Background: an optimization exercise with open tools, aiming at small area. Do not read the settings as production practice. Only simulation tests tie the RTL to the original design; equivalence was not proved.

==> flow/design.v <==
module regfile (
    input wire clk, rst,
    input wire [15:0] d,
    input wire [7:0] we,
    input wire [2:0] l_sel, r_sel,
    output wire [15:0] l_out, r_out,
    output wire [7:0] leds
);
reg [127:0] r;
genvar i;
generate
    for (i = 0; i < 8; i = i + 1) begin : gp
        always @(posedge clk)
            if (rst | we[i])
                r[16*i +: 16] <= d & {16{~rst}};
    end
endgenerate
assign l_out = r[16*l_sel +: 16] & {16{~rst}};
assign r_out = r[16*r_sel +: 16] & {16{~rst}};
assign leds = r[7:0] & {8{~rst}};
endmodule
module fadd (
    input wire a, b, c,
    output wire s, co
);
assign s  = a ^ b ^ c;
assign co = (a & b) | (c & (a ^ b));
endmodule
module alu (
    input wire [15:0] a_in,
    input wire [15:0] b_in,
    output wire [15:0] out,
    input wire c_add, c_sub, c_and, c_or, c_xor, c_shl, c_shr, c_mul, c_div, c_pa, c_pb,
    input wire carry_in,
    output wire [4:0] flags
);
wire [16:0] ac;
wire [15:0] as;
assign ac[0] = carry_in ^ c_sub;
genvar k;
generate
    for (k = 0; k < 16; k = k + 1) begin : addc
        fadd f(a_in[k], b_in[k] ^ c_sub, ac[k], as[k], ac[k+1]);
    end
endgenerate
wire carry_out = ac[16] ^ c_sub;
wire dv = c_div | c_shr;
wire sh = c_shl | c_shr;
wire [15:0] oh = 16'b1 << b_in[3:0];
wire big = |b_in[15:4];
wire [15:0] y = sh ? oh : b_in;
wire [16:0] hz;     
wire [3:0] gz;      
wire [16:0] hl;     
generate
    for (k = 0; k < 4; k = k + 1) begin : gzc
        assign gz[k] = ~|y[4*k+3:4*k];
    end
    for (k = 15; k >= 0; k = k - 1) begin : hlc
        if (k % 4 == 3) begin : t
            assign hl[k] = ~y[k];
        end else begin : c
            assign hl[k] = hl[k+1] & ~y[k];
        end
    end
endgenerate
assign hz[16] = 1'b1;
assign hz[15] = hl[15];
assign hz[14] = hl[14];
assign hz[13] = hl[13];
assign hz[12] = hl[12];
assign hz[11] = hl[11] & gz[3];
assign hz[10] = hl[10] & gz[3];
assign hz[9]  = hl[9]  & gz[3];
assign hz[8]  = hl[8]  & gz[3];
assign hz[7]  = hl[7]  & gz[3] & gz[2];
assign hz[6]  = hl[6]  & gz[3] & gz[2];
assign hz[5]  = hl[5]  & gz[3] & gz[2];
assign hz[4]  = hl[4]  & gz[3] & gz[2];
assign hz[3]  = hl[3]  & gz[3] & gz[2] & gz[1];
assign hz[2]  = hl[2]  & gz[3] & gz[2] & gz[1];
assign hz[1]  = hl[1]  & gz[3] & gz[2] & gz[1];
assign hz[0]  = hl[0]  & gz[3] & gz[2] & gz[1];
wire [15:0] q;      
wire [0:0] l0, y0, s0, r0, g0, p0;
wire [1:0] c0;
assign l0 = dv & a_in[15];
assign y0 = dv ? ~y[0:0] : (a_in[0:0] & {1{y[15]}});
assign g0 = l0 & y0;
assign p0 = l0 | y0;
assign c0[0] = dv;
fadd f0_0(l0[0], y0[0], c0[0], s0[0], c0[1]);
assign q[0] = c0[1] & hz[1];
assign r0 = (dv & ~q[0]) ? l0 : s0;
wire [1:0] l1, y1, s1, r1, g1, p1;
wire [2:0] c1;
assign l1 = {r0[0:0], dv & a_in[14]};
assign y1 = dv ? ~y[1:0] : (a_in[1:0] & {2{y[14]}});
assign g1 = l1 & y1;
assign p1 = l1 | y1;
assign c1[0] = dv;
wire m1_1;
fadd f1_0(l1[0], y1[0], c1[0], s1[0], m1_1);
fadd f1_1(l1[1], y1[1], m1_1, s1[1], c1[2]);
assign q[1] = c1[2] & hz[2];
assign r1 = (dv & ~q[1]) ? l1 : s1;
wire [2:0] l2, y2, s2, r2, g2, p2;
wire [3:0] c2;
assign l2 = {r1[1:0], dv & a_in[13]};
assign y2 = dv ? ~y[2:0] : (a_in[2:0] & {3{y[13]}});
assign g2 = l2 & y2;
assign p2 = l2 | y2;
assign c2[0] = dv;
wire m2_1;
fadd f2_0(l2[0], y2[0], c2[0], s2[0], m2_1);
fadd f2_1(l2[1], y2[1], m2_1, s2[1], c2[2]);
fadd f2_2(l2[2], y2[2], c2[2], s2[2], c2[3]);
assign q[2] = c2[3] & hz[3];
assign r2 = (dv & ~q[2]) ? l2 : s2;
wire [3:0] l3, y3, s3, r3, g3, p3;
wire [4:0] c3;
assign l3 = {r2[2:0], dv & a_in[12]};
assign y3 = dv ? ~y[3:0] : (a_in[3:0] & {4{y[12]}});
assign g3 = l3 & y3;
assign p3 = l3 | y3;
assign c3[0] = dv;
wire m3_1;
fadd f3_0(l3[0], y3[0], c3[0], s3[0], m3_1);
wire m3_2;
fadd f3_1(l3[1], y3[1], m3_1, s3[1], m3_2);
assign c3[2] = (g3[0] & p3[1]) | (g3[1]) | (p3[0] & p3[1] & c3[0]);
wire m3_3;
fadd f3_2(l3[2], y3[2], c3[2], s3[2], m3_3);
wire m3_4;
fadd f3_3(l3[3], y3[3], m3_3, s3[3], m3_4);
assign c3[4] = (g3[2] & p3[3]) | (g3[3]) | (p3[2] & p3[3] & c3[2]);
assign q[3] = c3[4] & hz[4];
assign r3 = (dv & ~q[3]) ? l3 : s3;
wire [4:0] l4, y4, s4, r4, g4, p4;
wire [5:0] c4;
assign l4 = {r3[3:0], dv & a_in[11]};
assign y4 = dv ? ~y[4:0] : (a_in[4:0] & {5{y[11]}});
assign g4 = l4 & y4;
assign p4 = l4 | y4;
assign c4[0] = dv;
wire m4_1;
fadd f4_0(l4[0], y4[0], c4[0], s4[0], m4_1);
wire m4_2;
fadd f4_1(l4[1], y4[1], m4_1, s4[1], m4_2);
assign c4[2] = (g4[0] & p4[1]) | (g4[1]) | (p4[0] & p4[1] & c4[0]);
wire m4_3;
fadd f4_2(l4[2], y4[2], c4[2], s4[2], m4_3);
wire m4_4;
fadd f4_3(l4[3], y4[3], m4_3, s4[3], m4_4);
assign c4[4] = (g4[2] & p4[3]) | (g4[3]) | (p4[2] & p4[3] & c4[2]);
fadd f4_4(l4[4], y4[4], c4[4], s4[4], c4[5]);
assign q[4] = c4[5] & hz[5];
assign r4 = (dv & ~q[4]) ? l4 : s4;
wire [5:0] l5, y5, s5, r5, g5, p5;
wire [6:0] c5;
assign l5 = {r4[4:0], dv & a_in[10]};
assign y5 = dv ? ~y[5:0] : (a_in[5:0] & {6{y[10]}});
assign g5 = l5 & y5;
assign p5 = l5 | y5;
assign c5[0] = dv;
wire m5_1;
fadd f5_0(l5[0], y5[0], c5[0], s5[0], m5_1);
wire m5_2;
fadd f5_1(l5[1], y5[1], m5_1, s5[1], m5_2);
assign c5[2] = (g5[0] & p5[1]) | (g5[1]) | (p5[0] & p5[1] & c5[0]);
wire m5_3;
fadd f5_2(l5[2], y5[2], c5[2], s5[2], m5_3);
wire m5_4;
fadd f5_3(l5[3], y5[3], m5_3, s5[3], m5_4);
assign c5[4] = (g5[2] & p5[3]) | (g5[3]) | (p5[2] & p5[3] & c5[2]);
wire m5_5;
fadd f5_4(l5[4], y5[4], c5[4], s5[4], m5_5);
wire m5_6;
fadd f5_5(l5[5], y5[5], m5_5, s5[5], m5_6);
assign c5[6] = (g5[4] & p5[5]) | (g5[5]) | (p5[4] & p5[5] & c5[4]);
assign q[5] = c5[6] & hz[6];
assign r5 = (dv & ~q[5]) ? l5 : s5;
wire [6:0] l6, y6, s6, r6, g6, p6;
wire [7:0] c6;
assign l6 = {r5[5:0], dv & a_in[9]};
assign y6 = dv ? ~y[6:0] : (a_in[6:0] & {7{y[9]}});
assign g6 = l6 & y6;
assign p6 = l6 | y6;
assign c6[0] = dv;
wire m6_1;
fadd f6_0(l6[0], y6[0], c6[0], s6[0], m6_1);
wire m6_2;
fadd f6_1(l6[1], y6[1], m6_1, s6[1], m6_2);
assign c6[2] = (g6[0] & p6[1]) | (g6[1]) | (p6[0] & p6[1] & c6[0]);
wire m6_3;
fadd f6_2(l6[2], y6[2], c6[2], s6[2], m6_3);
wire m6_4;
fadd f6_3(l6[3], y6[3], m6_3, s6[3], m6_4);
assign c6[4] = (g6[2] & p6[3]) | (g6[3]) | (p6[2] & p6[3] & c6[2]);
wire m6_5;
fadd f6_4(l6[4], y6[4], c6[4], s6[4], m6_5);
wire m6_6;
fadd f6_5(l6[5], y6[5], m6_5, s6[5], m6_6);
assign c6[6] = (g6[4] & p6[5]) | (g6[5]) | (p6[4] & p6[5] & c6[4]);
fadd f6_6(l6[6], y6[6], c6[6], s6[6], c6[7]);
assign q[6] = c6[7] & hz[7];
assign r6 = (dv & ~q[6]) ? l6 : s6;
wire [7:0] l7, y7, s7, r7, g7, p7;
wire [8:0] c7;
assign l7 = {r6[6:0], dv & a_in[8]};
assign y7 = dv ? ~y[7:0] : (a_in[7:0] & {8{y[8]}});
assign g7 = l7 & y7;
assign p7 = l7 | y7;
assign c7[0] = dv;
wire m7_1;
fadd f7_0(l7[0], y7[0], c7[0], s7[0], m7_1);
wire m7_2;
fadd f7_1(l7[1], y7[1], m7_1, s7[1], m7_2);
assign c7[2] = (g7[0] & p7[1]) | (g7[1]) | (p7[0] & p7[1] & c7[0]);
wire m7_3;
fadd f7_2(l7[2], y7[2], c7[2], s7[2], m7_3);
wire m7_4;
fadd f7_3(l7[3], y7[3], m7_3, s7[3], m7_4);
assign c7[4] = (g7[2] & p7[3]) | (g7[3]) | (p7[2] & p7[3] & c7[2]);
wire m7_5;
fadd f7_4(l7[4], y7[4], c7[4], s7[4], m7_5);
wire m7_6;
fadd f7_5(l7[5], y7[5], m7_5, s7[5], m7_6);
assign c7[6] = (g7[4] & p7[5]) | (g7[5]) | (p7[4] & p7[5] & c7[4]);
wire m7_7;
fadd f7_6(l7[6], y7[6], c7[6], s7[6], m7_7);
wire m7_8;
fadd f7_7(l7[7], y7[7], m7_7, s7[7], m7_8);
assign c7[8] = (g7[6] & p7[7]) | (g7[7]) | (p7[6] & p7[7] & c7[6]);
assign q[7] = c7[8] & hz[8];
assign r7 = (dv & ~q[7]) ? l7 : s7;
wire [8:0] l8, y8, s8, r8, g8, p8;
wire [9:0] c8;
assign l8 = {r7[7:0], dv & a_in[7]};
assign y8 = dv ? ~y[8:0] : (a_in[8:0] & {9{y[7]}});
assign g8 = l8 & y8;
assign p8 = l8 | y8;
assign c8[0] = dv;
wire m8_1;
fadd f8_0(l8[0], y8[0], c8[0], s8[0], m8_1);
wire m8_2;
fadd f8_1(l8[1], y8[1], m8_1, s8[1], m8_2);
assign c8[2] = (g8[0] & p8[1]) | (g8[1]) | (p8[0] & p8[1] & c8[0]);
wire m8_3;
fadd f8_2(l8[2], y8[2], c8[2], s8[2], m8_3);
wire m8_4;
fadd f8_3(l8[3], y8[3], m8_3, s8[3], m8_4);
assign c8[4] = (g8[2] & p8[3]) | (g8[3]) | (p8[2] & p8[3] & c8[2]);
wire m8_5;
fadd f8_4(l8[4], y8[4], c8[4], s8[4], m8_5);
wire m8_6;
fadd f8_5(l8[5], y8[5], m8_5, s8[5], m8_6);
assign c8[6] = (g8[4] & p8[5]) | (g8[5]) | (p8[4] & p8[5] & c8[4]);
wire m8_7;
fadd f8_6(l8[6], y8[6], c8[6], s8[6], m8_7);
wire m8_8;
fadd f8_7(l8[7], y8[7], m8_7, s8[7], m8_8);
assign c8[8] = (g8[6] & p8[7]) | (g8[7]) | (p8[6] & p8[7] & c8[6]);
fadd f8_8(l8[8], y8[8], c8[8], s8[8], c8[9]);
assign q[8] = c8[9] & hz[9];
assign r8 = (dv & ~q[8]) ? l8 : s8;
wire [9:0] l9, y9, s9, r9, g9, p9;
wire [10:0] c9;
assign l9 = {r8[8:0], dv & a_in[6]};
assign y9 = dv ? ~y[9:0] : (a_in[9:0] & {10{y[6]}});
assign g9 = l9 & y9;
assign p9 = l9 | y9;
assign c9[0] = dv;
wire m9_1;
fadd f9_0(l9[0], y9[0], c9[0], s9[0], m9_1);
wire m9_2;
fadd f9_1(l9[1], y9[1], m9_1, s9[1], m9_2);
assign c9[2] = (g9[0] & p9[1]) | (g9[1]) | (p9[0] & p9[1] & c9[0]);
wire m9_3;
fadd f9_2(l9[2], y9[2], c9[2], s9[2], m9_3);
wire m9_4;
fadd f9_3(l9[3], y9[3], m9_3, s9[3], m9_4);
assign c9[4] = (g9[2] & p9[3]) | (g9[3]) | (p9[2] & p9[3] & c9[2]);
wire m9_5;
fadd f9_4(l9[4], y9[4], c9[4], s9[4], m9_5);
wire m9_6;
fadd f9_5(l9[5], y9[5], m9_5, s9[5], m9_6);
assign c9[6] = (g9[4] & p9[5]) | (g9[5]) | (p9[4] & p9[5] & c9[4]);
wire m9_7;
fadd f9_6(l9[6], y9[6], c9[6], s9[6], m9_7);
wire m9_8;
fadd f9_7(l9[7], y9[7], m9_7, s9[7], m9_8);
assign c9[8] = (g9[6] & p9[7]) | (g9[7]) | (p9[6] & p9[7] & c9[6]);
wire m9_9;
fadd f9_8(l9[8], y9[8], c9[8], s9[8], m9_9);
wire m9_10;
fadd f9_9(l9[9], y9[9], m9_9, s9[9], m9_10);
assign c9[10] = (g9[8] & p9[9]) | (g9[9]) | (p9[8] & p9[9] & c9[8]);
assign q[9] = c9[10] & hz[10];
assign r9 = (dv & ~q[9]) ? l9 : s9;
wire [10:0] l10, y10, s10, r10, g10, p10;
wire [11:0] c10;
assign l10 = {r9[9:0], dv & a_in[5]};
assign y10 = dv ? ~y[10:0] : (a_in[10:0] & {11{y[5]}});
assign g10 = l10 & y10;
assign p10 = l10 | y10;
assign c10[0] = dv;
wire m10_1;
fadd f10_0(l10[0], y10[0], c10[0], s10[0], m10_1);
wire m10_2;
fadd f10_1(l10[1], y10[1], m10_1, s10[1], m10_2);
assign c10[2] = (g10[0] & p10[1]) | (g10[1]) | (p10[0] & p10[1] & c10[0]);
wire m10_3;
fadd f10_2(l10[2], y10[2], c10[2], s10[2], m10_3);
wire m10_4;
fadd f10_3(l10[3], y10[3], m10_3, s10[3], m10_4);
assign c10[4] = (g10[2] & p10[3]) | (g10[3]) | (p10[2] & p10[3] & c10[2]);
wire m10_5;
fadd f10_4(l10[4], y10[4], c10[4], s10[4], m10_5);
wire m10_6;
fadd f10_5(l10[5], y10[5], m10_5, s10[5], m10_6);
assign c10[6] = (g10[4] & p10[5]) | (g10[5]) | (p10[4] & p10[5] & c10[4]);
wire m10_7;
fadd f10_6(l10[6], y10[6], c10[6], s10[6], m10_7);
wire m10_8;
fadd f10_7(l10[7], y10[7], m10_7, s10[7], m10_8);
assign c10[8] = (g10[6] & p10[7]) | (g10[7]) | (p10[6] & p10[7] & c10[6]);
wire m10_9;
fadd f10_8(l10[8], y10[8], c10[8], s10[8], m10_9);
wire m10_10;
fadd f10_9(l10[9], y10[9], m10_9, s10[9], m10_10);
assign c10[10] = (g10[8] & p10[9]) | (g10[9]) | (p10[8] & p10[9] & c10[8]);
fadd f10_10(l10[10], y10[10], c10[10], s10[10], c10[11]);
assign q[10] = c10[11] & hz[11];
assign r10 = (dv & ~q[10]) ? l10 : s10;
wire [11:0] l11, y11, s11, r11, g11, p11;
wire [12:0] c11;
assign l11 = {r10[10:0], dv & a_in[4]};
assign y11 = dv ? ~y[11:0] : (a_in[11:0] & {12{y[4]}});
assign g11 = l11 & y11;
assign p11 = l11 | y11;
assign c11[0] = dv;
wire m11_1;
fadd f11_0(l11[0], y11[0], c11[0], s11[0], m11_1);
wire m11_2;
fadd f11_1(l11[1], y11[1], m11_1, s11[1], m11_2);
assign c11[2] = (g11[0] & p11[1]) | (g11[1]) | (p11[0] & p11[1] & c11[0]);
wire m11_3;
fadd f11_2(l11[2], y11[2], c11[2], s11[2], m11_3);
wire m11_4;
fadd f11_3(l11[3], y11[3], m11_3, s11[3], m11_4);
assign c11[4] = (g11[2] & p11[3]) | (g11[3]) | (p11[2] & p11[3] & c11[2]);
wire m11_5;
fadd f11_4(l11[4], y11[4], c11[4], s11[4], m11_5);
wire m11_6;
fadd f11_5(l11[5], y11[5], m11_5, s11[5], m11_6);
assign c11[6] = (g11[4] & p11[5]) | (g11[5]) | (p11[4] & p11[5] & c11[4]);
wire m11_7;
fadd f11_6(l11[6], y11[6], c11[6], s11[6], m11_7);
wire m11_8;
fadd f11_7(l11[7], y11[7], m11_7, s11[7], m11_8);
assign c11[8] = (g11[6] & p11[7]) | (g11[7]) | (p11[6] & p11[7] & c11[6]);
wire m11_9;
fadd f11_8(l11[8], y11[8], c11[8], s11[8], m11_9);
wire m11_10;
fadd f11_9(l11[9], y11[9], m11_9, s11[9], m11_10);
assign c11[10] = (g11[8] & p11[9]) | (g11[9]) | (p11[8] & p11[9] & c11[8]);
wire m11_11;
fadd f11_10(l11[10], y11[10], c11[10], s11[10], m11_11);
wire m11_12;
fadd f11_11(l11[11], y11[11], m11_11, s11[11], m11_12);
assign c11[12] = (g11[10] & p11[11]) | (g11[11]) | (p11[10] & p11[11] & c11[10]);
assign q[11] = c11[12] & hz[12];
assign r11 = (dv & ~q[11]) ? l11 : s11;
wire [12:0] l12, y12, s12, r12, g12, p12;
wire [13:0] c12;
assign l12 = {r11[11:0], dv & a_in[3]};
assign y12 = dv ? ~y[12:0] : (a_in[12:0] & {13{y[3]}});
assign g12 = l12 & y12;
assign p12 = l12 | y12;
assign c12[0] = dv;
wire m12_1;
fadd f12_0(l12[0], y12[0], c12[0], s12[0], m12_1);
wire m12_2;
fadd f12_1(l12[1], y12[1], m12_1, s12[1], m12_2);
assign c12[2] = (g12[0] & p12[1]) | (g12[1]) | (p12[0] & p12[1] & c12[0]);
wire m12_3;
fadd f12_2(l12[2], y12[2], c12[2], s12[2], m12_3);
wire m12_4;
fadd f12_3(l12[3], y12[3], m12_3, s12[3], m12_4);
assign c12[4] = (g12[2] & p12[3]) | (g12[3]) | (p12[2] & p12[3] & c12[2]);
wire m12_5;
fadd f12_4(l12[4], y12[4], c12[4], s12[4], m12_5);
wire m12_6;
fadd f12_5(l12[5], y12[5], m12_5, s12[5], m12_6);
assign c12[6] = (g12[4] & p12[5]) | (g12[5]) | (p12[4] & p12[5] & c12[4]);
wire m12_7;
fadd f12_6(l12[6], y12[6], c12[6], s12[6], m12_7);
wire m12_8;
fadd f12_7(l12[7], y12[7], m12_7, s12[7], m12_8);
assign c12[8] = (g12[6] & p12[7]) | (g12[7]) | (p12[6] & p12[7] & c12[6]);
wire m12_9;
fadd f12_8(l12[8], y12[8], c12[8], s12[8], m12_9);
wire m12_10;
fadd f12_9(l12[9], y12[9], m12_9, s12[9], m12_10);
assign c12[10] = (g12[8] & p12[9]) | (g12[9]) | (p12[8] & p12[9] & c12[8]);
wire m12_11;
fadd f12_10(l12[10], y12[10], c12[10], s12[10], m12_11);
wire m12_12;
fadd f12_11(l12[11], y12[11], m12_11, s12[11], m12_12);
assign c12[12] = (g12[10] & p12[11]) | (g12[11]) | (p12[10] & p12[11] & c12[10]);
fadd f12_12(l12[12], y12[12], c12[12], s12[12], c12[13]);
assign q[12] = c12[13] & hz[13];
assign r12 = (dv & ~q[12]) ? l12 : s12;
wire [13:0] l13, y13, s13, r13, g13, p13;
wire [14:0] c13;
assign l13 = {r12[12:0], dv & a_in[2]};
assign y13 = dv ? ~y[13:0] : (a_in[13:0] & {14{y[2]}});
assign g13 = l13 & y13;
assign p13 = l13 | y13;
assign c13[0] = dv;
wire m13_1;
fadd f13_0(l13[0], y13[0], c13[0], s13[0], m13_1);
wire m13_2;
fadd f13_1(l13[1], y13[1], m13_1, s13[1], m13_2);
assign c13[2] = (g13[0] & p13[1]) | (g13[1]) | (p13[0] & p13[1] & c13[0]);
wire m13_3;
fadd f13_2(l13[2], y13[2], c13[2], s13[2], m13_3);
wire m13_4;
fadd f13_3(l13[3], y13[3], m13_3, s13[3], m13_4);
assign c13[4] = (g13[2] & p13[3]) | (g13[3]) | (p13[2] & p13[3] & c13[2]);
wire m13_5;
fadd f13_4(l13[4], y13[4], c13[4], s13[4], m13_5);
wire m13_6;
fadd f13_5(l13[5], y13[5], m13_5, s13[5], m13_6);
assign c13[6] = (g13[4] & p13[5]) | (g13[5]) | (p13[4] & p13[5] & c13[4]);
wire m13_7;
fadd f13_6(l13[6], y13[6], c13[6], s13[6], m13_7);
wire m13_8;
fadd f13_7(l13[7], y13[7], m13_7, s13[7], m13_8);
assign c13[8] = (g13[6] & p13[7]) | (g13[7]) | (p13[6] & p13[7] & c13[6]);
wire m13_9;
fadd f13_8(l13[8], y13[8], c13[8], s13[8], m13_9);
wire m13_10;
fadd f13_9(l13[9], y13[9], m13_9, s13[9], m13_10);
assign c13[10] = (g13[8] & p13[9]) | (g13[9]) | (p13[8] & p13[9] & c13[8]);
wire m13_11;
fadd f13_10(l13[10], y13[10], c13[10], s13[10], m13_11);
wire m13_12;
fadd f13_11(l13[11], y13[11], m13_11, s13[11], m13_12);
assign c13[12] = (g13[10] & p13[11]) | (g13[11]) | (p13[10] & p13[11] & c13[10]);
wire m13_13;
fadd f13_12(l13[12], y13[12], c13[12], s13[12], m13_13);
wire m13_14;
fadd f13_13(l13[13], y13[13], m13_13, s13[13], m13_14);
assign c13[14] = (g13[12] & p13[13]) | (g13[13]) | (p13[12] & p13[13] & c13[12]);
assign q[13] = c13[14] & hz[14];
assign r13 = (dv & ~q[13]) ? l13 : s13;
wire [14:0] l14, y14, s14, r14, g14, p14;
wire [15:0] c14;
assign l14 = {r13[13:0], dv & a_in[1]};
assign y14 = dv ? ~y[14:0] : (a_in[14:0] & {15{y[1]}});
assign g14 = l14 & y14;
assign p14 = l14 | y14;
assign c14[0] = dv;
wire m14_1;
fadd f14_0(l14[0], y14[0], c14[0], s14[0], m14_1);
wire m14_2;
fadd f14_1(l14[1], y14[1], m14_1, s14[1], m14_2);
assign c14[2] = (g14[0] & p14[1]) | (g14[1]) | (p14[0] & p14[1] & c14[0]);
wire m14_3;
fadd f14_2(l14[2], y14[2], c14[2], s14[2], m14_3);
wire m14_4;
fadd f14_3(l14[3], y14[3], m14_3, s14[3], m14_4);
assign c14[4] = (g14[2] & p14[3]) | (g14[3]) | (p14[2] & p14[3] & c14[2]);
wire m14_5;
fadd f14_4(l14[4], y14[4], c14[4], s14[4], m14_5);
wire m14_6;
fadd f14_5(l14[5], y14[5], m14_5, s14[5], m14_6);
assign c14[6] = (g14[4] & p14[5]) | (g14[5]) | (p14[4] & p14[5] & c14[4]);
wire m14_7;
fadd f14_6(l14[6], y14[6], c14[6], s14[6], m14_7);
wire m14_8;
fadd f14_7(l14[7], y14[7], m14_7, s14[7], m14_8);
assign c14[8] = (g14[6] & p14[7]) | (g14[7]) | (p14[6] & p14[7] & c14[6]);
wire m14_9;
fadd f14_8(l14[8], y14[8], c14[8], s14[8], m14_9);
wire m14_10;
fadd f14_9(l14[9], y14[9], m14_9, s14[9], m14_10);
assign c14[10] = (g14[8] & p14[9]) | (g14[9]) | (p14[8] & p14[9] & c14[8]);
wire m14_11;
fadd f14_10(l14[10], y14[10], c14[10], s14[10], m14_11);
wire m14_12;
fadd f14_11(l14[11], y14[11], m14_11, s14[11], m14_12);
assign c14[12] = (g14[10] & p14[11]) | (g14[11]) | (p14[10] & p14[11] & c14[10]);
wire m14_13;
fadd f14_12(l14[12], y14[12], c14[12], s14[12], m14_13);
wire m14_14;
fadd f14_13(l14[13], y14[13], m14_13, s14[13], m14_14);
assign c14[14] = (g14[12] & p14[13]) | (g14[13]) | (p14[12] & p14[13] & c14[12]);
fadd f14_14(l14[14], y14[14], c14[14], s14[14], c14[15]);
assign q[14] = c14[15] & hz[15];
assign r14 = (dv & ~q[14]) ? l14 : s14;
wire [15:0] l15, y15, s15, r15, g15, p15;
wire [16:0] c15;
assign l15 = {r14[14:0], dv & a_in[0]};
assign y15 = dv ? ~y[15:0] : (a_in[15:0] & {16{y[0]}});
assign g15 = l15 & y15;
assign p15 = l15 | y15;
assign c15[0] = dv;
wire m15_1;
fadd f15_0(l15[0], y15[0], c15[0], s15[0], m15_1);
wire m15_2;
fadd f15_1(l15[1], y15[1], m15_1, s15[1], m15_2);
assign c15[2] = (g15[0] & p15[1]) | (g15[1]) | (p15[0] & p15[1] & c15[0]);
wire m15_3;
fadd f15_2(l15[2], y15[2], c15[2], s15[2], m15_3);
wire m15_4;
fadd f15_3(l15[3], y15[3], m15_3, s15[3], m15_4);
assign c15[4] = (g15[2] & p15[3]) | (g15[3]) | (p15[2] & p15[3] & c15[2]);
wire m15_5;
fadd f15_4(l15[4], y15[4], c15[4], s15[4], m15_5);
wire m15_6;
fadd f15_5(l15[5], y15[5], m15_5, s15[5], m15_6);
assign c15[6] = (g15[4] & p15[5]) | (g15[5]) | (p15[4] & p15[5] & c15[4]);
wire m15_7;
fadd f15_6(l15[6], y15[6], c15[6], s15[6], m15_7);
wire m15_8;
fadd f15_7(l15[7], y15[7], m15_7, s15[7], m15_8);
assign c15[8] = (g15[6] & p15[7]) | (g15[7]) | (p15[6] & p15[7] & c15[6]);
wire m15_9;
fadd f15_8(l15[8], y15[8], c15[8], s15[8], m15_9);
wire m15_10;
fadd f15_9(l15[9], y15[9], m15_9, s15[9], m15_10);
assign c15[10] = (g15[8] & p15[9]) | (g15[9]) | (p15[8] & p15[9] & c15[8]);
wire m15_11;
fadd f15_10(l15[10], y15[10], c15[10], s15[10], m15_11);
wire m15_12;
fadd f15_11(l15[11], y15[11], m15_11, s15[11], m15_12);
assign c15[12] = (g15[10] & p15[11]) | (g15[11]) | (p15[10] & p15[11] & c15[10]);
wire m15_13;
fadd f15_12(l15[12], y15[12], c15[12], s15[12], m15_13);
wire m15_14;
fadd f15_13(l15[13], y15[13], m15_13, s15[13], m15_14);
assign c15[14] = (g15[12] & p15[13]) | (g15[13]) | (p15[12] & p15[13] & c15[12]);
wire m15_15;
fadd f15_14(l15[14], y15[14], c15[14], s15[14], m15_15);
wire m15_16;
fadd f15_15(l15[15], y15[15], m15_15, s15[15], m15_16);
assign c15[16] = (g15[14] & p15[15]) | (g15[15]) | (p15[14] & p15[15] & c15[14]);
assign q[15] = c15[16];
assign r15 = s15;
wire [15:0] prod = r15;
wire [15:0] quot;
generate
    for (k = 0; k < 16; k = k + 1) begin : qr
        assign quot[15-k] = q[k];
    end
endgenerate
wire lg3 = c_and | c_or | c_pa | c_pb;
wire lg2 = c_or | c_xor | c_pa;
wire lg1 = c_or | c_xor | c_pb;
wire [15:0] lu = (a_in & b_in & {16{lg3}}) | (a_in & ~b_in & {16{lg2}}) | (~a_in & b_in & {16{lg1}});
wire sel_p = c_mul | (c_shl & ~big);
wire sel_q = c_div | (c_shr & ~big);
wire sel_a = c_add | c_sub;
assign out = lu | (as & {16{sel_a}}) | (prod & {16{sel_p}}) | (quot & {16{sel_q}});
wire m0 = c_sub | c_or | c_shl | c_mul | c_pa;
assign flags[0] = ~(|out);
assign flags[1] = sel_a & carry_out;
assign flags[2] = out[15];
assign flags[3] = ((a_in[15] ^ b_in[15]) ^ ~m0) & ((b_in[15] ^ out[15]) ^ m0);
assign flags[4] = ^out;
endmodule
module pc (
    input wire [15:0] in,
    output reg [15:0] out,
    input wire clk, inc, ie, irq, rst,
    output reg [15:0] saved_pc,
    output reg chg           
);
wire [15:0] t1 = ie ? in : out;
wire [15:0] t2 = inc ? t1 + 16'b1 : t1;
wire take = irq & (ie | inc);
wire [15:0] nx = take ? 16'b1 : t2;
always @(posedge clk, posedge rst) begin
    if (rst) begin
        out <= 16'b0;
        chg <= 1'b1;
    end else begin
        out <= nx;
        chg <= nx != out;
    end
end
always @(posedge clk) begin
    if (rst)
        saved_pc <= 16'b0;
    else if (take)
        saved_pc <= t2;
end
endmodule
module decoder (
    input wire [15:0] instr,
    output wire pc_inc, pc_ie, reg_in_mux_ctl, alu_r_mux_ctl, alu_cin, ram_write, ram_read,
    output wire alu_flags_ie, reg_sr_in, sr_ie, sr_pc_over, ram_read_done, pc_sr_ie, irq_instr, jtr_op,
    output wire c_add, c_sub, c_and, c_or, c_xor, c_shl, c_shr, c_mul, c_div, c_pa, c_pb,
    output wire [2:0] reg_l_ctl, reg_r_ctl,
    output wire [7:0] gp_reg_ie,
    input wire mem_busy, mem_ready,
    input wire [4:0] flags
);
wire [6:0] op = instr[6:0];
wire [2:0] tg = instr[9:7];
wire [2:0] fo = instr[12:10];
wire [2:0] so = instr[15:13];
wire o_mov = op == 7'h01, o_ldd = op == 7'h02, o_ldo = op == 7'h03, o_ldi = op == 7'h04;
wire o_std = op == 7'h05, o_sto = op == 7'h06, o_add = op == 7'h07, o_adi = op == 7'h08;
wire o_adc = op == 7'h09, o_sub = op == 7'h0A, o_suc = op == 7'h0B, o_cmp = op == 7'h0C;
wire o_cmi = op == 7'h0D, o_jmp = op == 7'h0E, o_jal = op == 7'h0F, o_srl = op == 7'h10;
wire o_srs = op == 7'h11, o_sys = op == 7'h12, o_and = op == 7'h13, o_orr = op == 7'h14;
wire o_xor = op == 7'h15, o_ani = op == 7'h16, o_ori = op == 7'h17, o_xoi = op == 7'h18;
wire o_shl = op == 7'h19, o_shr = op == 7'h1A, o_cai = op == 7'h1B, o_mul = op == 7'h1C;
wire o_div = op == 7'h1D, o_irt = op == 7'h1E;
reg jmp_en;
always @(*) begin
    case (instr[10:7])
        4'b0001: jmp_en = flags[1];
        4'b0010: jmp_en = flags[0];
        4'b0011: jmp_en = flags[2];
        4'b0100: jmp_en = ~(flags[2] | flags[0]);
        4'b0101: jmp_en = flags[0] | flags[2];
        4'b0110: jmp_en = ~flags[2];
        4'b0111: jmp_en = ~flags[0];
        4'b1000: jmp_en = flags[3];
        4'b1001: jmp_en = flags[3];
        default: jmp_en = 1'b1;
    endcase
end
wire ld = o_ldd | o_ldo;
wire st = o_std | o_sto;
wire ld_wait = ld & ~mem_busy & ~mem_ready;
assign pc_inc = ~((ld & (mem_busy | ~mem_ready)) | (st & mem_busy) | (o_jmp & jmp_en) | o_jal | o_irt);
assign pc_ie = (o_jmp & jmp_en) | o_jal | o_irt;
assign reg_in_mux_ctl = ld & ~mem_busy;
assign ram_read_done = ld & ~mem_busy & mem_ready;
assign ram_read = ld_wait;
assign ram_write = st & ~mem_busy;
assign alu_r_mux_ctl = ld | o_ldi | st | o_adi | o_cmi | o_jmp | o_jal | o_ani | o_ori | o_xoi | o_cai;
assign alu_cin = (o_adc | o_suc) & flags[1];
assign alu_flags_ie = o_add | o_adi | o_adc | o_sub | o_suc | o_cmp | o_cmi | o_and | o_orr | o_xor
                    | o_ani | o_ori | o_xoi | o_shl | o_shr | o_cai | o_mul | o_div;
assign reg_sr_in = o_jal | o_srl;
assign sr_ie = o_srs;
assign sr_pc_over = o_jal;
assign pc_sr_ie = o_irt;
assign irq_instr = o_sys;
assign jtr_op = o_jmp | o_jal | o_irt;
assign c_sub = o_sub | o_suc | o_cmp | o_cmi;
assign c_and = o_and | o_ani | o_cai;
assign c_or  = o_orr | o_ori;
assign c_xor = o_xor | o_xoi;
assign c_shl = o_shl;
assign c_shr = o_shr;
assign c_mul = o_mul;
assign c_div = o_div;
assign c_pa  = o_mov;
assign c_pb  = o_ldd | o_ldi | o_std | o_jmp | o_jal | o_srs;
assign c_add = ~(c_sub | c_and | c_or | c_xor | c_shl | c_shr | c_mul | c_div | c_pa | c_pb);
wire l_fo = o_mov | o_ldo | o_add | o_adi | o_adc | o_sub | o_suc | o_cmp | o_cmi | o_and | o_orr | o_xor
          | o_ani | o_ori | o_xoi | o_shl | o_shr | o_cai | o_mul | o_div;
assign reg_l_ctl = l_fo ? fo : o_sto ? so : 3'b0;
wire r_so = o_add | o_adc | o_sub | o_suc | o_cmp | o_and | o_orr | o_xor | o_shl | o_shr | o_mul | o_div;
assign reg_r_ctl = r_so ? so : (o_std | o_sto | o_srs) ? fo : 3'b0;
wire we = o_mov | (ld & ~mem_busy & mem_ready) | o_ldi | o_add | o_adi | o_adc | o_sub | o_suc
        | o_jal | o_srl | o_and | o_orr | o_xor | o_ani | o_ori | o_xoi | o_shl | o_shr | o_mul | o_div;
assign gp_reg_ie = {8{we}} & (8'b1 << tg);
endmodule
module fetch (
    input wire clk,
    input wire [15:0] pc_in,
    input wire pc_chg,               
    input wire [31:0] ram_data,
    input wire ram_busy, ram_cack, ram_data_ready,
    output reg ram_read,
    output reg [31:0] instr_out,
    output wire [15:0] ram_addr,
    output reg ram_addr_ovr,
    output reg pc_hold,
    input wire flag_boot_mode,
    input wire rst,
    input wire irq_in, irq_en,
    output reg irq_p,
    input wire [7:0] pc_page_in
);
reg [1:0] state;
reg c_acked;
reg [31:0] pref_instr;
reg [7:0] prev_pc_page, saved_pc_page;
reg prev_irq;
reg [3:0] ra_hi;
reg [11:0] ra_lo;
assign ram_addr = {ra_hi, ra_lo};
function pok(input [6:0] o);
    pok = o != 7'h02 && o != 7'h03 && o != 7'h05 && o != 7'h06;
endfunction
wire chg = pc_chg | (pc_page_in != prev_pc_page);
wire hit = pc_in == ram_addr && pc_page_in == saved_pc_page;
wire [15:0] pc_nx = pc_in + 16'b1;
reg n_rd, n_ovr, n_hold, n_ack, ld_addr, ld_pref;
reg [1:0] n_state;
reg [15:0] n_addr;
reg [1:0] isel;   
always @(*) begin
    n_rd = ram_read; n_ovr = ram_addr_ovr; n_hold = pc_hold; n_ack = c_acked;
    n_state = state; ld_addr = 1'b0; n_addr = pc_in; ld_pref = 1'b0;
    isel = 2'd0;
    if (chg) begin
        n_hold = 1'b1;
        isel = 2'd1;
    end
    case (state)
        2'd0: begin
            if ((chg | pc_hold) & ~ram_busy) begin
                n_rd = 1'b1; n_ovr = 1'b1; ld_addr = 1'b1; n_addr = pc_in; n_state = 2'd1;
            end else if (pok(instr_out[6:0])) begin
                n_rd = 1'b1; n_ovr = 1'b1; ld_addr = 1'b1; n_addr = pc_nx; n_state = 2'd2;
            end
        end
        2'd1: begin
            if (~ram_cack & ~c_acked) begin
                n_rd = 1'b1; n_ovr = 1'b1;
            end else begin
                n_rd = 1'b0; n_ack = 1'b1;
                if (ram_data_ready) begin
                    n_ack = 1'b0; n_hold = 1'b0; isel = 2'd2;
                    if (pok(ram_data[6:0])) begin
                        n_rd = 1'b1; n_ovr = 1'b1; ld_addr = 1'b1; n_addr = pc_nx; n_state = 2'd2;
                    end else begin
                        n_ovr = 1'b0; n_state = 2'd0;
                    end
                end else
                    n_ovr = 1'b1;
            end
        end
        2'd2: begin
            if (~ram_cack & ~c_acked) begin
                n_rd = 1'b1; n_ovr = 1'b1;
            end else begin
                n_rd = 1'b0; n_ack = 1'b1;
                if (ram_data_ready & (chg | pc_hold)) begin
                    n_ack = 1'b0;
                    if (hit) begin
                        n_ovr = 1'b0; n_hold = 1'b0; isel = 2'd2;
                        if (pok(ram_data[6:0])) begin
                            n_rd = 1'b1; n_ovr = 1'b1; ld_addr = 1'b1; n_addr = pc_nx; n_state = 2'd2;
                        end else begin
                            n_ovr = 1'b0; n_state = 2'd0;
                        end
                    end else begin
                        n_rd = 1'b1; n_ovr = 1'b1; ld_addr = 1'b1; n_addr = pc_in; n_state = 2'd1;
                    end
                end else if (ram_data_ready) begin
                    n_ack = 1'b0; ld_pref = 1'b1; n_state = 2'd3;
                end else
                    n_ovr = 1'b1;
            end
        end
        2'd3: begin
            if (chg | pc_hold) begin
                if (hit) begin
                    n_ack = 1'b0; n_hold = 1'b0; isel = 2'd3;
                    if (pok(pref_instr[6:0])) begin
                        n_rd = 1'b1; n_ovr = 1'b1; ld_addr = 1'b1; n_addr = pc_nx; n_state = 2'd2;
                    end else begin
                        n_ovr = 1'b0; n_state = 2'd0;
                    end
                end else begin
                    n_rd = 1'b1; n_ovr = 1'b1; ld_addr = 1'b1; n_addr = pc_in; n_state = 2'd1;
                end
            end
        end
    endcase
end
wire run = ~flag_boot_mode;
always @(negedge clk, posedge rst) begin
    if (rst) begin
        ram_read <= 1'b0;
        instr_out <= 32'b0;
        ra_hi <= 4'b0;
        ram_addr_ovr <= 1'b0;
        pc_hold <= 1'b0;
        state <= 2'b0;
        c_acked <= 1'b0;
        irq_p <= 1'b0;
        prev_irq <= 1'b0;
    end else begin
        if (run) begin
            ram_read <= n_rd;
            ram_addr_ovr <= n_ovr;
            pc_hold <= n_hold;
            c_acked <= n_ack;
            state <= n_state;
            if (ld_addr)
                ra_hi <= n_addr[15:12];
            case (isel)
                2'd1: instr_out <= 32'b0;
                2'd2: instr_out <= ram_data;
                2'd3: instr_out <= pref_instr;
                default: ;
            endcase
        end
        if (pc_in == 16'b1 && pc_page_in == 8'b0 && irq_p)
            irq_p <= 1'b0;
        else if (irq_in & ~prev_irq & irq_en)
            irq_p <= 1'b1;
        prev_irq <= irq_in;
    end
end
always @(negedge clk) begin
    if (run & ld_addr) begin
        ra_lo <= n_addr[11:0];
        saved_pc_page <= pc_page_in;
    end
    if (run & ld_pref)
        pref_instr <= ram_data;
    prev_pc_page <= pc_page_in;
end
endmodule
module sregs (
    input wire clk,
    input wire rst,
    input wire sr_ie,
    input wire [15:0] sr_sel, sr_in,
    input wire jtr_op,
    output wire [15:0] sr_out,       
    output wire boot_mode, instr_mem_over,
    input wire irq_in, irq_instr,
    output wire irq_en,
    input wire out_addr_ovr, pc_move,
    input wire [4:0] alu_flags_in,
    output reg [4:0] alu_flags,
    input wire alu_flags_ie,
    input wire [15:0] saved_pc,
    output reg [15:0] irq_pc,
    input wire [15:0] addr_in,
    output wire [19:0] addr_out,
    input wire [15:0] prog_in,
    output wire [19:0] prog_out,
    output wire [7:0] prog_page_out
);
reg [3:0] rt_mode;
reg [1:0] jtr_mode, jtr_mode_buff;
reg [3:0] irq_flags;
reg [15:0] virt_scratch_reg;
reg [127:0] mem_page, prog_page;
wire hi0 = sr_sel[15:3] == 13'b0;
wire s1 = hi0 & sr_sel[2:0] == 3'd1;
wire s2 = hi0 & sr_sel[2:0] == 3'd2;
wire s3 = hi0 & sr_sel[2:0] == 3'd3;
wire s4 = hi0 & sr_sel[2:0] == 3'd4;
wire s5 = hi0 & sr_sel[2:0] == 3'd5;
wire s6 = hi0 & sr_sel[2:0] == 3'd6;
wire sel0 = hi0 & sr_sel[2:0] == 3'd0;
wire irq_take = irq_in & rt_mode[2] & pc_move;
always @(posedge clk, posedge rst) begin
    if (rst) begin
        rt_mode <= 4'b0001;
        jtr_mode <= 2'b01;
        jtr_mode_buff <= 2'b01;
        alu_flags <= 5'b0;
    end else begin
        if (sr_ie & s1 & rt_mode[0])
            rt_mode <= sr_in[3:0];
        if (sr_ie & s2)
            jtr_mode_buff <= sr_in[1:0];
        if ((jtr_op | (sr_ie & sel0)) & pc_move)
            jtr_mode <= jtr_mode_buff;
        if (out_addr_ovr)
            rt_mode[2] <= 1'b1;
        if (irq_take) begin
            rt_mode[0] <= 1'b1;
            rt_mode[3] <= 1'b0;
            jtr_mode[1] <= 1'b0;
            jtr_mode_buff[1] <= 1'b0;
            rt_mode[2] <= 1'b0;
        end
        if (alu_flags_ie)
            alu_flags <= alu_flags_in;
        else if (sr_ie & s4)
            alu_flags <= sr_in[4:0];
    end
end
always @(posedge clk) begin
    if (rst) begin
        irq_pc <= 16'b0;
        virt_scratch_reg <= 16'b0;
        irq_flags <= 4'b0;
    end else begin
        if (sr_ie & s3)
            irq_pc <= sr_in;
        if (sr_ie & s6)
            virt_scratch_reg <= sr_in;
        if (irq_take)
            irq_flags <= {irq_instr, rt_mode[0], jtr_mode[1], rt_mode[3]};
    end
end
wire mp_wr = sr_ie & rt_mode[0] & (sr_sel[15:4] == 12'd1);
wire pp_wr = sr_ie & rt_mode[0] & (sr_sel[15:4] == 12'd2);
wire [7:0] pdin = sr_in[7:0] & {8{~rst}};
genvar i;
generate
    for (i = 0; i < 16; i = i + 1) begin : pt
        always @(posedge clk)
            if (rst | (mp_wr & sr_sel[3:0] == i))
                mem_page[8*i +: 8] <= pdin;
        always @(posedge clk)
            if (rst | (pp_wr & sr_sel[3:0] == i))
                prog_page[8*i +: 8] <= pdin;
    end
endgenerate
assign boot_mode = jtr_mode[0];
assign instr_mem_over = rt_mode[1];
assign irq_en = rt_mode[2];
assign sr_out = ({16{s1}} & {12'b0, rt_mode})
              | ({16{s2}} & {14'b0, jtr_mode})
              | ({16{s3}} & saved_pc)
              | ({16{s4}} & {11'b0, alu_flags})
              | ({16{s5}} & {12'b0, irq_flags})
              | ({16{s6}} & virt_scratch_reg);
wire [7:0] mp = mem_page[8*addr_in[15:12] +: 8];
wire [7:0] pp = prog_page[8*prog_in[15:12] +: 8];
assign addr_out = rt_mode[3] ? {mp, addr_in[11:0]} : {4'b0, addr_in};
assign prog_page_out = jtr_mode[1] ? pp : {4'b0, prog_in[15:12]};
assign prog_out = {prog_page_out, prog_in[11:0]};
endmodule
module cpu (
    input wire clk, rst,
    output wire [19:0] e_addr_bus,
    output wire [15:0] e_prog_addr, e_data,
    input wire [15:0] e_mem_bus,
    input wire [31:0] e_instr,
    input wire [31:0] e_sdram_instr,
    input wire e_mem_busy, e_mem_ready, e_mem_cack,
    input wire irq_in,
    output wire ram_read_out, ram_write, ram_instr_access, ram_read_done,
    output wire [7:0] e_reg_leds,
    output wire [3:0] e_pc_leds
);
wire [15:0] reg_l_bus, reg_r_bus, alu_bus, alu_r_mux, reg_in_mux, spec_reg_out, sr_out;
wire [15:0] prog_addr, saved_pc, irq_pc, fetch_addr;
wire [31:0] instr_bus, fetch_instr_bus;
wire [19:0] alu_bus_paged, fetch_addr_paged;
wire [7:0] prog_page;
wire [4:0] alu_flags_f, alu_flags_out;
wire [2:0] reg_l_ctl, reg_r_ctl;
wire [7:0] gp_reg_ie;
wire pc_inc, pc_ie, reg_in_mux_ctl, alu_r_mux_ctl, alu_cin, alu_flags_ie, reg_sr_in, sr_ie, sr_pc_over, ram_read, irq_instr, pc_sr_ie, jtr_op;
wire c_add, c_sub, c_and, c_or, c_xor, c_shl, c_shr, c_mul, c_div, c_pa, c_pb;
wire fetch_ram_read, fetch_wait, fetch_addr_mux, irq_p, irq_en, pc_chg;
wire flag_boot_mode, flag_instr_mem_over;
wire sel0 = instr_bus[31:16] == 16'b0;
wire adv = ~fetch_wait | flag_boot_mode;
wire pc_ie_g = (pc_ie | (sr_ie & sel0)) & adv;
wire pc_inc_g = pc_inc & adv;
regfile gp(clk, rst, reg_in_mux, gp_reg_ie, reg_l_ctl, reg_r_ctl, reg_l_bus, reg_r_bus, e_reg_leds);
alu alu(reg_l_bus, alu_r_mux, alu_bus, c_add, c_sub, c_and, c_or, c_xor, c_shl, c_shr, c_mul, c_div, c_pa, c_pb,
    alu_cin, alu_flags_f);
pc pc(pc_sr_ie ? irq_pc : alu_r_mux, prog_addr, clk, pc_inc_g, pc_ie_g, irq_p | irq_instr, rst, saved_pc, pc_chg);
decoder decoder(instr_bus[15:0], pc_inc, pc_ie, reg_in_mux_ctl, alu_r_mux_ctl, alu_cin, ram_write, ram_read,
    alu_flags_ie, reg_sr_in, sr_ie, sr_pc_over, ram_read_done, pc_sr_ie, irq_instr, jtr_op,
    c_add, c_sub, c_and, c_or, c_xor, c_shl, c_shr, c_mul, c_div, c_pa, c_pb,
    reg_l_ctl, reg_r_ctl, gp_reg_ie, e_mem_busy, e_mem_ready, alu_flags_out);
fetch fetch(clk, prog_addr, pc_chg, e_sdram_instr, e_mem_busy, e_mem_cack, e_mem_ready, fetch_ram_read, fetch_instr_bus,
    fetch_addr, fetch_addr_mux, fetch_wait, flag_boot_mode, rst, irq_in, irq_en, irq_p, prog_page);
sregs sregs(clk, rst, sr_ie, instr_bus[31:16], reg_r_bus, jtr_op, sr_out, flag_boot_mode, flag_instr_mem_over,
    irq_p | irq_instr, irq_instr, irq_en, pc_sr_ie, pc_ie_g | pc_inc_g,
    alu_flags_f, alu_flags_out, alu_flags_ie, saved_pc, irq_pc,
    alu_bus, alu_bus_paged, fetch_addr, fetch_addr_paged, prog_page);
assign spec_reg_out = (sel0 | sr_pc_over) ? prog_addr : sr_out;
assign reg_in_mux = reg_sr_in ? spec_reg_out : reg_in_mux_ctl ? e_mem_bus : alu_bus;
assign alu_r_mux = alu_r_mux_ctl ? instr_bus[31:16] : reg_r_bus;
assign e_addr_bus = fetch_addr_mux ? fetch_addr_paged : alu_bus_paged;
assign instr_bus = flag_boot_mode ? e_instr : fetch_instr_bus;
assign e_prog_addr = prog_addr;
assign e_data = reg_r_bus;
assign e_pc_leds = prog_addr[3:0];
assign ram_read_out = ram_read | fetch_ram_read;
assign ram_instr_access = fetch_addr_mux | flag_instr_mem_over;
endmodule
==> flow/flow/run.sh <==
#!/bin/bash
# Own layout flow: the standard ORFS flow, except that
#  - ABC maps the logic with an area-oriented script, then resizes for delay (flow/amap.abc),
#  - ports are buffered with the smallest buffer,
#  - CTS inserts no dummy loads and uses the smaller clock buffers,
#  - half-adder cells are not used (synthesis keeps full adders only).
# Every tool's output goes to a log in this folder (make_*.log) and under orfs/logs.
set -euo pipefail
W=$(pwd)
# synthesis script: the standard flow's, with the ABC mapping script replaced
{
  head -n 1 synth_recipe.tcl
  cat <<'T'
proc abc {args} {
  set i [lsearch -exact $args -script]
  if { $i >= 0 } { set args [lreplace $args [expr {$i+1}] [expr {$i+1}] $::env(MY_ABC_SCRIPT)] }
  yosys abc {*}$args
}
T
  tail -n +2 synth_recipe.tcl
} > my_synth.tcl
sed -e "s#SYNTH_SCRIPT=[^ ]*#SYNTH_SCRIPT=$W/my_synth.tcl#" \
    -e 's#CLKGATE_MAP_FILE= #CLKGATE_MAP_FILE= "DONT_USE_CELLS=${DU_LIST}" #' standard.sh > my_standard.sh
export MY_ABC_SCRIPT=$W/flow/amap.abc
export BUFFER_PORTS_ARGS="-buffer_cell sky130_fd_sc_hd__buf_1"
export CTS_ARGS="-sink_clustering_enable -repair_clock_nets -dont_use_dummy_load -buf_list {sky130_fd_sc_hd__clkbuf_4 sky130_fd_sc_hd__clkbuf_8}"
# the platform's don't-use cells, and the half adders
DU_LIST=$(sed -n '/^export DONT_USE_CELLS/,/^$/p' "$FLOW_HOME/platforms/$FLOW_PLATFORM/config.mk" \
  | sed -e 's/export DONT_USE_CELLS += //' -e 's/\\//' | tr -s ' \n' '  ')
export DU_LIST="$DU_LIST sky130_fd_sc_hd__ha_1 sky130_fd_sc_hd__ha_2 sky130_fd_sc_hd__ha_4"
bash my_standard.sh "${1:-finish}" > make_${1:-finish}.log 2>&1
[ -n "${1:-}" ] || test -f out/final.def
==> flow/flow/amap.abc <==
strash
dch -f
amap
topo
stime -c
buffer -c
upsize -c
dnsize -c
==> flow/standard.sh <==
#!/bin/bash
# synth_recipe.tcl (not shown) runs the flow's synth.tcl, then flattens the netlist and writes it again
# the make line also repeats each setting of config.mk as NAME=value (left out here)
make -C /OpenROAD-flow-scripts/flow DESIGN_CONFIG=/design/flow/config.mk WORK_HOME=/design/flow/orfs CLKGATE_MAP_FILE= SYNTH_SCRIPT=/design/flow/synth_recipe.tcl "${@:-finish}"
==> flow/config.mk <==
export PLATFORM = sky130hd
export DESIGN_NAME = cpu
export DESIGN_NICKNAME = cpu
export VERILOG_FILES = /design/flow/design.v
export SDC_FILE = /design/flow/constraint.sdc
export NUM_CORES = 4
export LEC_CHECK = 0
export ABC_AREA = 1
export ABC_CLOCK_PERIOD_IN_PS = 36000
export CAP_MARGIN = 20
export CORE_MARGIN = 2
export CORE_UTILIZATION = 55
export PLACE_DENSITY = 0.75
export SLEW_MARGIN = 20
==> flow/constraint.sdc <==
create_clock -name core_clock -period 140.0 [get_ports {clk}]
set_input_delay 28.0000 -clock core_clock [delete_from_list [all_inputs] [get_ports {clk}]]
set_output_delay 28.0000 -clock core_clock [all_outputs]
set_load 0.01 [all_outputs]
==> results of run 1 <==
## cells by family after synthesis
family                     Yosys count  share of synthesized area
xor gates and xnor gates             2                   0.000506
buffers and inverters              509                     0.0589
and+or+nand+nor                    922                      0.121
AOI/OAI and AO/OA                 1566                      0.302
adders and majority gates           88                     0.0509
DFF                                570                      0.467
## worst max-delay path by stage
stage	start	cells past startpoint	to	slack, ns
floorplan	fetch.instr_out[5]	216	e_addr_bus[14]	7.81
global placement	fetch.instr_out[3]	217	e_addr_bus[14]	1.54
detailed placement	fetch.instr_out[3]	217	e_addr_bus[14]	0.08
CTS	fetch.instr_out[5]	219	e_addr_bus[13]	0.15
global route	fetch.instr_out[0]	223	e_addr_bus[13]	-0.39
finish	fetch.instr_out[2]	216	e_addr_bus[12]	2.51
## metrics by stage
stage,cells,hold slack (ns),utilization
2_1_floorplan,3657,0.401,-
3_3_place_gp,4524,0.409,0.584
3_5_place_dp,4525,0.421,0.585
4_1_cts,4677,0.435,0.609
5_1_grt,4718,0.445,0.622
6_report,4720,0.435,0.622
## synth_stat cells, drive strengths merged (10+ instances only)
library cell / n / area share
o21a: 28 / 0.0061
or2: 18 / 0.0033
nor4: 22 / 0.0052
o211ai: 10 / 0.0025
buf: 56 / 0.0094
nand3: 30 / 0.0046
clkbuf: 175 / 0.019
nor2b: 39 / 0.0071
o21ai: 357 / 0.053
dfxtp: 60 / 0.035
a21oi: 196 / 0.029
or3: 40 / 0.0074
nand2: 231 / 0.025
o22ai: 524 / 0.099
nor2: 420 / 0.047
a221oi: 78 / 0.020
nand4: 15 / 0.0027
a211oi: 43 / 0.0099
o221ai: 63 / 0.016
nor3: 74 / 0.011
or4: 16 / 0.0035
clkinv: 19 / 0.0021
a311oi: 10 / 0.0031
a22oi: 83 / 0.018
o221a: 38 / 0.012
dfrtp: 26 / 0.019
a31oi: 30 / 0.0059
fa: 88 / 0.051
inv: 258 / 0.028
o22a: 18 / 0.0046
edfxtp: 436 / 0.38
dfrtn: 44 / 0.032
o32ai: 20 / 0.0051
## per-layer routing
layer / vias up / GRT usage
li1: 14600 / -
met1: 15800 / 0.522
met2: 2462 / 0.562
met3: 507 / 0.0962
met4: 4 / 0.211
met5: - / 0
## worst reg2reg max path, delay by kind of cell, from the launching register on
| family | cells | cell delay, ns |
|---|---|---|
| AO/OA/AOI/OAI | 121 | 21.07 |
| adder cells (fa/ha/maj) | 8 | 2.66 |
| buffers and inverters | 27 | 4.28 |
| flip-flops | 1 | 0.39 |
| AND/OR/NAND/NOR | 64 | 10.55 |
## area by class of cell
cell class	count	area (sq um)
diodes	3	7.51
well taps	837	1050
repair buffers	302	1740
flip-flops and latches	570	16200
clock inverters	60	225
fillers	5252	23400
multi-input cells	2580	17000
clock buffers	92	1270
inverters	276	1080
## timing repair
item,in CTS,in global routing
gates cloned,1,1
pin swaps,1,19
resized for setup,7,90
setup buffers,0,38
setup endpoints to repair,8,20
==> run_results.csv, run 1 <==
group,metric,value,unit
worst_setup_path,rr_worst_depth,220,
timing,fin_setup_tns,0,ns
synthesis,synthCells,3657,
synthesis,synth-seq-cells,570,
timing,finalClockSkew,0.106,ns
worst_setup_path,critPathSlowestCell,"fa_2",
die,die_h,255,um
synthesis,syn_area_per_cell,9.46,sq um
worst_setup_path,r2r_slack,30.90,ns
clock_tree,cts_sinks,570,
worst_hold_path,holdPathStages,2,
die,core_region_area,61900,sq um
routing,wl_met3,16800,um
routing,highest_layer,"met5",
timing,fin_ws,2.51,ns
worst_setup_path,path_delay_family,"compound AO/OA/AOI/OAI gates",
worst_setup_path,critical_path_peak_fanout,49,
clock_tree,cts_hold_buf,0,
outcome,status,"finished clean",
clock_tree,htree_levels,3,
routing,wl_per_cell,26.9,um
grt,antenna_found_initial,5,
synthesis,synth-main-ff-cell,"edfxtp_1",
placement,dp_hpwl,87800,um
worst_setup_path,cp_data_required_time,112.00,ns
clock_tree,clk_pin_slew,0.04,ns
clock_tree,clockRootBuffer,"clkbuf_8",
synthesis,synthArstFlopShare,0.130,
flow_run,maxCapViolCount,0,
routing,num_vias,33400,
die,rows,91,
clock_tree,numCtsBuffers,92,
routing,wl_met1,48000,um
final_layout,mostFrequentLayoutCells,"o22ai_1, edfxtp_1, nor2_1",
worst_setup_path,slowest_delay,0.59,ns
final_layout,fin_nets,4056,
worst_setup_path,critical_path_class,"reg2out",
placement,port_buffers,153,
worst_hold_path,hold_path.class,"reg2reg",
final_layout,design_area,38500,sq um
routing,vias_per_cell,7.07,
routing,wl_met2,54700,um
placement,gp_congestion,1.09,
grt,grt.total_usage,0.383,
clock_tree,cts_max_path_buffers,3,
worst_setup_path,cpMostUsedCell,"o22ai_1",
final_layout,area_delta_synth_final,11.3,%
clock_tree,clk-insertion-delay-late,0.70,ns
worst_setup_path,rr_endpoint,"sregs.alu_flags[4]",
grt,grt_pass1_vias,30700,
final_layout,top_regs,"gp.r: 128 flops, sregs.mem_page: 128 flops, sregs.prog_page: 128 flops",
die,pin_count,154,
timing,relSlewSlack,0.209,
worst_hold_path,min_to,"fetch.instr_out[10]",
timing,drv_slew,0,
clock_tree,cts_tree,"done",
die,dieWidth,255,um
worst_hold_path,hold_start,"fetch.instr_out[10]",
routing,drt_iter0_drc,5409,
synthesis,synth_seq_area_share,0.467,
synthesis,synth_warnings,5,
worst_setup_path,worstPathArrival,109.49,ns
synthesis,synth_edf_count,436,
placement,pre_cts_ws,0.0825,ns
routing,drcViolationCount,0,
die,initial_core_util,0.559,
grt,grt_overflow,0,
final_layout,final_common_cell,"o22ai_1",
worst_setup_path,cp-start-kind,"register",
timing,tightestPinTransition,1.18,ns
synthesis,syn_nets,3831,
routing,drtPass1Iterations,9,
worst_setup_path,r2r-start,"fetch.instr_out[2]",
final_layout,drive_gt1_frac,0.124,
die,die-area,64900,sq um
grt,grt_pass1_wl,187000,um
synthesis,yosysUniqueCellTypes,93,
routing,wirelength,127000,um
placement,placed_cell_area,36200,sq um
worst_setup_path,worst-path-buf-inv,29,
worst_setup_path,end_kind,"output pin",
timing,setup_viol,0,
routing,ant_nets,0,
timing,timing.final.hold_violations,0,
grt,grt_start_max_net_pins,122,
synthesis,netlist_area,34600,sq um
==> inputs of run 2 (changes only) <==
--- a/flow/flow/run.sh
+++ b/flow/flow/run.sh
@@ -25,3 +25,3 @@
 export BUFFER_PORTS_ARGS="-buffer_cell sky130_fd_sc_hd__buf_1"
-export CTS_ARGS="-sink_clustering_enable -repair_clock_nets -dont_use_dummy_load -buf_list {sky130_fd_sc_hd__clkbuf_4 sky130_fd_sc_hd__clkbuf_8}"
+export CTS_ARGS="-sink_clustering_enable -repair_clock_nets -dont_use_dummy_load -buf_list {sky130_fd_sc_hd__clkbuf_4}"
 # the platform's don't-use cells, and the half adders
--- a/flow/config.mk
+++ b/flow/config.mk
@@ -11,4 +11,3 @@
 export CORE_MARGIN = 2
-export CORE_UTILIZATION = 55
-export PLACE_DENSITY = 0.75
+export CORE_UTILIZATION = 65
 export SLEW_MARGIN = 20
==> run_results.csv, run 2 <==
group,metric,value,unit
synthesis,syn_nets,3831,
final_layout,top_regs,"gp.r: 128 flops, sregs.mem_page: 128 flops, sregs.prog_page: 128 flops",
routing,wl_per_cell,28.1,um
synthesis,synth_commonest_cells,"o22ai_1, edfxtp_1, nor2_1, o21ai_0, inv_1",
final_layout,regArea,16200,sq um
final_layout,final_common_cell,"o22ai_1",
final_layout,fin_nets,4134,
die,core_region_area,52600,sq um
synthesis,synth_warnings,5,
synthesis,syn_area_per_cell,9.46,sq um
worst_setup_path,slowest_delay,0.53,ns
die,die_h,235,um
die,pin_count,154,
final_layout,final_cells,4648,
synthesis,synthCells,3657,
die,initial_core_util,0.658,
routing,wirelength,131000,um
synthesis,synth_most_common_cell,"o22ai_1",
synthesis,ys_top_cells_by_area,"edfxtp_1, o22ai_1, fa_1",
final_layout,fillers,3799,
grt,antenna_found_initial,2,
final_layout,drive_gt1_frac,0.145,
die,dieWidth,235,um
grt,grt_pass1_wl,192000,um
clock_tree,clk_pin_slew,0.04,ns
worst_setup_path,cp-start-kind,"register",
clock_tree,cts_tree,"done",
synthesis,synthArstFlopShare,0.130,
clock_tree,cts_max_path_buffers,3,
placement,port_buffers,153,
synthesis,yosysTopAreaCell,"edfxtp_1",
synthesis,synth_top_area_frac,0.378,
flow_run,maxCapViolCount,0,
clock_tree,numCtsBuffers,146,
clock_tree,htree_levels,4,
die,rows,84,
timing,timing.final.hold_violations,0,
timing,finalClockSkew,0.223,ns
clock_tree,clockRootBuffer,"clkbuf_4",
synthesis,synth_edf_count,436,
final_layout,multi_input_area,17000,sq um
timing,drv_slew,0,
routing,drt_iter0_drc,6431,
worst_setup_path,cp_data_required_time,112.00,ns
final_layout,mostFrequentLayoutCells,"o22ai_1, edfxtp_1, nor2_1",
worst_setup_path,end_kind,"output pin",
timing,setup_viol,0,
routing,drtPass1Iterations,10,
synthesis,synth_seq_area_share,0.467,
synthesis,synth-main-ff-cell,"edfxtp_1",
placement,placed_cells,4384,
routing,vias_per_cell,7.58,
synthesis,netlist_area,34600,sq um
clock_tree,cts_sinks,570,
worst_hold_path,hold_path.class,"reg2reg",
die,die-area,55100,sq um
synthesis,yosysUniqueCellTypes,93,
routing,ant_nets,0,
synthesis,synth-seq-cells,570,
final_layout,area_delta_synth_final,11.0,%
clock_tree,cts_hold_buf,0,
grt,grt.total_usage,0.452,
grt,grt_pass1_vias,33000,
timing,relSlewSlack,0.178,
grt,grt_start_max_net_pins,83,
outcome,status,"finished clean",
worst_setup_path,worstPathArrival,109.99,ns
worst_setup_path,critical_path_class,"reg2out",
grt,grt_overflow,0,
final_layout,final_util,0.731,
placement,gp_congestion,1.06,
worst_setup_path,critical_path_peak_fanout,51,
placement,dp_hpwl,89000,um
worst_setup_path,cpMostUsedCell,"o22ai_1",
routing,drcViolationCount,0,
routing,num_vias,35200,
timing,tightestPinTransition,1.22,ns
worst_setup_path,critPathSlowestCell,"dfrtn_1",
clock_tree,clk-insertion-delay-late,0.99,ns
## run 2: changes by cell type in the layout (fill, tap and decap cells not counted), sizes merged
| cell | change |
|---|---|
| clkinvlp | +5 |
| nor2 | +1 |
| clkinv | -1 |
| clkbuf | +56 |
| diode | -1 |
| o221ai | -2 |
| inv | -1 |
| buf | +20 |
## run 2: what timing repair did
item,CTS,global route
gates cloned,2,3
endpoints found under the setup margin,8,20
setup buffers,0,52
hold endpoints to repair,0,0
gates resized for setup,18,108
pin swaps,0,26
## run 2: through the flow
step | hold slack [ns] | cell area [sq um] | setup TNS (ns) | setup slack (ns)
2_1_floorplan | 0.401 | 34600 | 0 | 7.81
3_3_place_gp | 0.416 | 36000 | 0 | 1.30
3_5_place_dp | 0.421 | 36100 | -3.16 | -0.710
4_1_cts | 0.432 | 37500 | 0 | 0.0189
5_1_grt | 0.459 | 38400 | -3.53 | -0.566
6_report | 0.432 | 38400 | 0 | 2.01
## run 2: worst max-delay path: cells and delay by family (launching register included)
kind | cells | cell delay, ns
AOI/OAI and AO/OA | 118 | 20.83
buffers and inverters | 32 | 4.88
and+or+nand+nor | 63 | 10.44
DFF | 1 | 0.53
adders and majority gates | 8 | 2.36
## run 2: kinds of logic after synthesis
group                      count (synthesis)  synth area share
AOI/OAI and AO/OA                       1566             0.302
xor gates and xnor gates                   2          0.000506
adders and majority gates                 88            0.0509
buffers and inverters                    509            0.0589
DFF                                      570             0.467
and+or+nand+nor                          922             0.121
## run 2: metal layers
layer / GRT usage / wire length, um
met4: 0.242 / 8460
met1: 0.594 / 45200
met5: 0 / 18
met3: 0.149 / 20800
met2: 0.668 / 56200
## run 2: worst paths after layout
path | start | to | slack, ns | cells after the start
worst max register to register | fetch.instr_out[2] | sregs.alu_flags[4] | 30.36 | 226
max in group asynchronous | rst | fetch.prev_irq | 40.97 | 4
worst min register to register | fetch.instr_out[10] | fetch.instr_out[10] | 0.43 | 2
min in group asynchronous | rst | pc.out[12] | 27.64 | 3
worst min-delay path | fetch.instr_out[10] | fetch.instr_out[10] | 0.43 | 2
worst max-delay path | fetch.instr_out[2] | e_addr_bus[13] | 2.01 | 221
## run 2: layout make-up
type	instances	share of cell area
clock inverter	60	0.00586
antenna	2	0.000130
inverter	276	0.0283
timing repair inverter	3	0.000521
sequential	570	0.420
multi-input combinational	2579	0.443
clock buffer	146	0.0285
timing repair buffer	324	0.0504
tap	688	0.0224
